What follows belongs to an exercise in optimizing a design on an open flow for small area; a production flow would make more cautious choices. The RTL was checked by simulation tests, not by an equivalence proof against the original design. Power figures rest on the tool's default switching activity, not on a simulated workload.

## v41
Design gaussian_noise, start of the top module:
module gaussian_noise (Y, select, clk, Y_hat, noise_debug, reset, state);
input [31:0] Y;
input [2:0] select;
input reset;
input clk;
output [31:0] Y_hat, noise_debug;
output [2:0] state;
reg [31:0] g0;   
reg [31:0] g1;   
reg [31:0] g2;   
reg [31:0] g3;   
reg [31:0] g4;   
reg [31:0] g5;   
reg [37:0] ch;   
reg [31:1] ca1, ca2, cb1, cb2;   
wire h00 = ch[6] ^ ch[4] ^ ch[3] ^ ch[2];
wire h01 = ch[5] ^ ch[2];
wire h02 = ch[6] ^ ch[5] ^ ch[3] ^ ch[2];
wire h03 = ch[5] ^ ch[3] ^ ch[2] ^ ch[1] ^ ch[0];
wire h04 = ch[6] ^ ch[4] ^ ch[1];
wire [2:0] n0 = {2'b0,h00} + {2'b0,h01} + {2'b0,h02} + {2'b0,h03} + {2'b0,h04};
wire h10 = ch[6] ^ ch[3] ^ ch[2];
wire h11 = ch[5] ^ ch[4] ^ ch[3];
wire h12 = ch[6] ^ ch[5] ^ ch[3] ^ ch[2];
wire h13 = ch[6] ^ ch[5] ^ ch[4] ^ ch[1];
wire h14 = ch[6] ^ ch[1];
wire [2:0] n1 = {2'b0,h10} + {2'b0,h11} + {2'b0,h12} + {2'b0,h13} + {2'b0,h14};
always @(posedge clk or posedge reset) begin
  if (reset) begin
    g0 <= 32'h0f0f0f0f;
    g1 <= 32'h0fefbf0f;
    g2 <= 32'h0aefba0f;
    g3 <= 32'h0aef6a04;
    g4 <= 32'h0a2f6204;
    g5 <= 32'h112c6204;
    ch <= 38'h6d;
    ca1 <= 31'h00000006;
    ca2 <= 31'h00000008;
    cb1 <= 31'h00000013;
    cb2 <= 31'h00000008;
  end else begin
    g0 <= {g0[30:0], g0[31]^g0[21]^g0[1]^g0[0]};
    g1 <= {g1[30:0], g1[31]^g1[21]^g1[1]^g1[0]};
    g2 <= {g2[30:0], g2[31]^g2[21]^g2[1]^g2[0]};
    g3 <= {g3[30:0], g3[31]^g3[21]^g3[1]^g3[0]};
    g4 <= {g4[30:0], g4[31]^g4[21]^g4[1]^g4[0]};
    g5 <= {g5[30:0], g5[31]^g5[21]^g5[1]^g5[0]};
    ch <= {ch[36:0], ch[31]^ch[21]^ch[1]^ch[0]};
    ca1 <= {ca1[30:1], n0[1]};
    ca2 <= {ca2[30:1], n0[2]};
    cb1 <= {cb1[30:1], n1[1]};
    cb2 <= {cb2[30:1], n1[2]};
  end
end
wire [31:0] a1 = {ca1, n0[1]}, a2 = {ca2, n0[2]};
wire [31:0] b1 = {cb1, n1[1]}, b2 = {cb2, n1[2]};
wire [31:0] a0;
genvar ia;
generate for (ia = 0; ia < 32; ia = ia + 1) begin : para
  assign a0[ia] = ch[ia+6] ^ ch[ia+5] ^ ch[ia+3] ^ ch[ia+0];
end endgenerate
wire [31:0] b0;
genvar ib;
generate for (ib = 0; ib < 32; ib = ib + 1) begin : parb
  assign b0[ib] = ch[ib+5] ^ ch[ib+3];
end endgenerate
wire valid = ~(select[2] & select[1]);   
wire setb = select[2] | (select[1] & select[0]);   
  ...
clock: 15.0 ns
lec_check: 0
cap_margin: 20
core_margin: 2
core_utilization: 40
cts_buf_list: sky130_fd_sc_hd__clkbuf_8 sky130_fd_sc_hd__clkbuf_16
cts_cluster_diameter: 80
cts_cluster_size: 20
slew_margin: 20
standard.sh (not shown) runs the stock make flow with config.mk's settings and CLKGATE_MAP_FILE= SYNTH_SCRIPT=/design/flow/synth_recipe.tcl, a recipe that flattens the netlist after the stock synthesis.
==> flow/flow/run.sh <==
#!/bin/bash
# Standard ORFS layout, with the port buffers inserted as the smallest buffer cell.
# Each tool's full log is kept by ORFS under orfs/logs/; make's own output goes to flow_make.log.
set -euo pipefail
bash standard.sh BUFFER_PORTS_ARGS="-buffer_cell sky130_fd_sc_hd__buf_1" finish > flow_make.log 2>&1
Input-level comparison between v16 and v41:
Settings: swapping 80 for 60 in CTS_CLUSTER_DIAMETER; swapping 20 for 16 in CTS_CLUSTER_SIZE; putting GPL_TIMING_DRIVEN at 0 where nothing was set; swapping sky130_fd_sc_hd__clkbuf_8 sky130_fd_sc_hd__clkbuf_16 for sky130_fd_sc_hd__clkbuf_8 in CTS_BUF_LIST.
==> comparison <==
- Looking at clock period minus worst slack, v16 sits above v41.
- v16 against v41: power now sits lower; number of buffers inserted by port buffering decreased 3; post-route cell area rose by 0.69%; first-pass GRT wire length grew by about 7%.
- v41 → v16: setup slack fell by 0.089 ns; share of the final layout cell area in sequential cells went down by 0.32 points; HPWL after detailed placement +12%.
### v16 -> v17
Settings: CORE_UTILIZATION now 30, was 40; GPL_TIMING_DRIVEN no longer set, was 0.
Results
Looking at final RePlAce weighted congestion, v17 sits below v16.
Final-layout non-clock buffer area share: v17 vs v16 down 0.95 points
The maximum clock frequency of v17 is higher than that of v16.
Compared with v16, v17 shows a higher worst hold slack.
Status: layout-stage area growth over the synthesis result parity (v17, v16)
[v17 vs v16] routed wire length: lower in v17
From v16 to v17 the numbers moved as follows: number of cells on the worst hold path now sits at about the same level; floorplan die area now sits higher; count of clock-buffer cells in the layout now sits higher; total stage count of the critical path now sits higher.
Combinational group power in v17 is about 6% below v16.
### v17 -> v53
Settings: CORE_UTILIZATION now 50, was 30.
The final layout from v53, which completed every stage, passed the timing, design-rule and antenna checks at the end of the flow. Against v17, v53 comes in 0.043 ns lower on worst setup timing slack at the placement stage. Final period demand of the worst path came out lower on v53 than on v17. Measured against each other, v17 and v53 differ in via count, the higher figure coming from v17.
Modified inputs, v15 compared to v53
Settings: swapping 60 for 100 in CTS_CLUSTER_DIAMETER; swapping sky130_fd_sc_hd__clkbuf_8 for sky130_fd_sc_hd__clkbuf_16 in CTS_BUF_LIST; swapping 50 for 40 in CORE_UTILIZATION; swapping 16 for 30 in CTS_CLUSTER_SIZE.
--- outcome ---
What v53 reported for number of placement rows has to be multiplied by 1.12 to get the figure for v15. Going from v53 to v15, width of the chip has increased, clock share of power has decreased. Summary of v15 over v53: power after layout now sits lower, worst setup slack after placement now sits lower. Diff v53 -> v15 | final cell count | increase of 108. Lower setup slack among v53 and v15: v15.

==> separate check: timing with driven ports <==
The results above use ideal ports. As a check the final layouts listed here were re-extracted and re-timed, cells and wires unchanged.
Step 1 assumes that a clkbuf_16 drives the clock port and a buf_2 every other input.
Step 2 times the ports against the registers' clock, not the clock port: input delays grow and output delays shrink by t, the midpoint of the rising clock arrivals with the driver on.
Slacks: ideal / step 1 / step 2; pairs: ideal / step 1.
| run | shift t [ns] | setup slack, ns | clock arrival spread, ns |
|---|---|---|---|
| v41 | 0.561 | 0.689 / 0.669 / 0.669 | 0.016 / 0.017 |
| v16 | 0.643 | 0.600 / 0.558 / 0.558 | 0.045 / 0.044 |
| v17 | 0.624 | 0.716 / 0.694 / 0.694 | 0.022 / 0.022 |
| v53 | 0.631 | 0.778 / 0.754 / 0.754 | 0.036 / 0.037 |
| v15 | 0.557 | 0.715 / 0.695 / 0.695 | 0.028 / 0.028 |
After both steps setup and hold are still met in every run listed. The setup slack of v16, which loses most, moves by -0.042 ns with the drivers and by -0.042 ns with both steps.
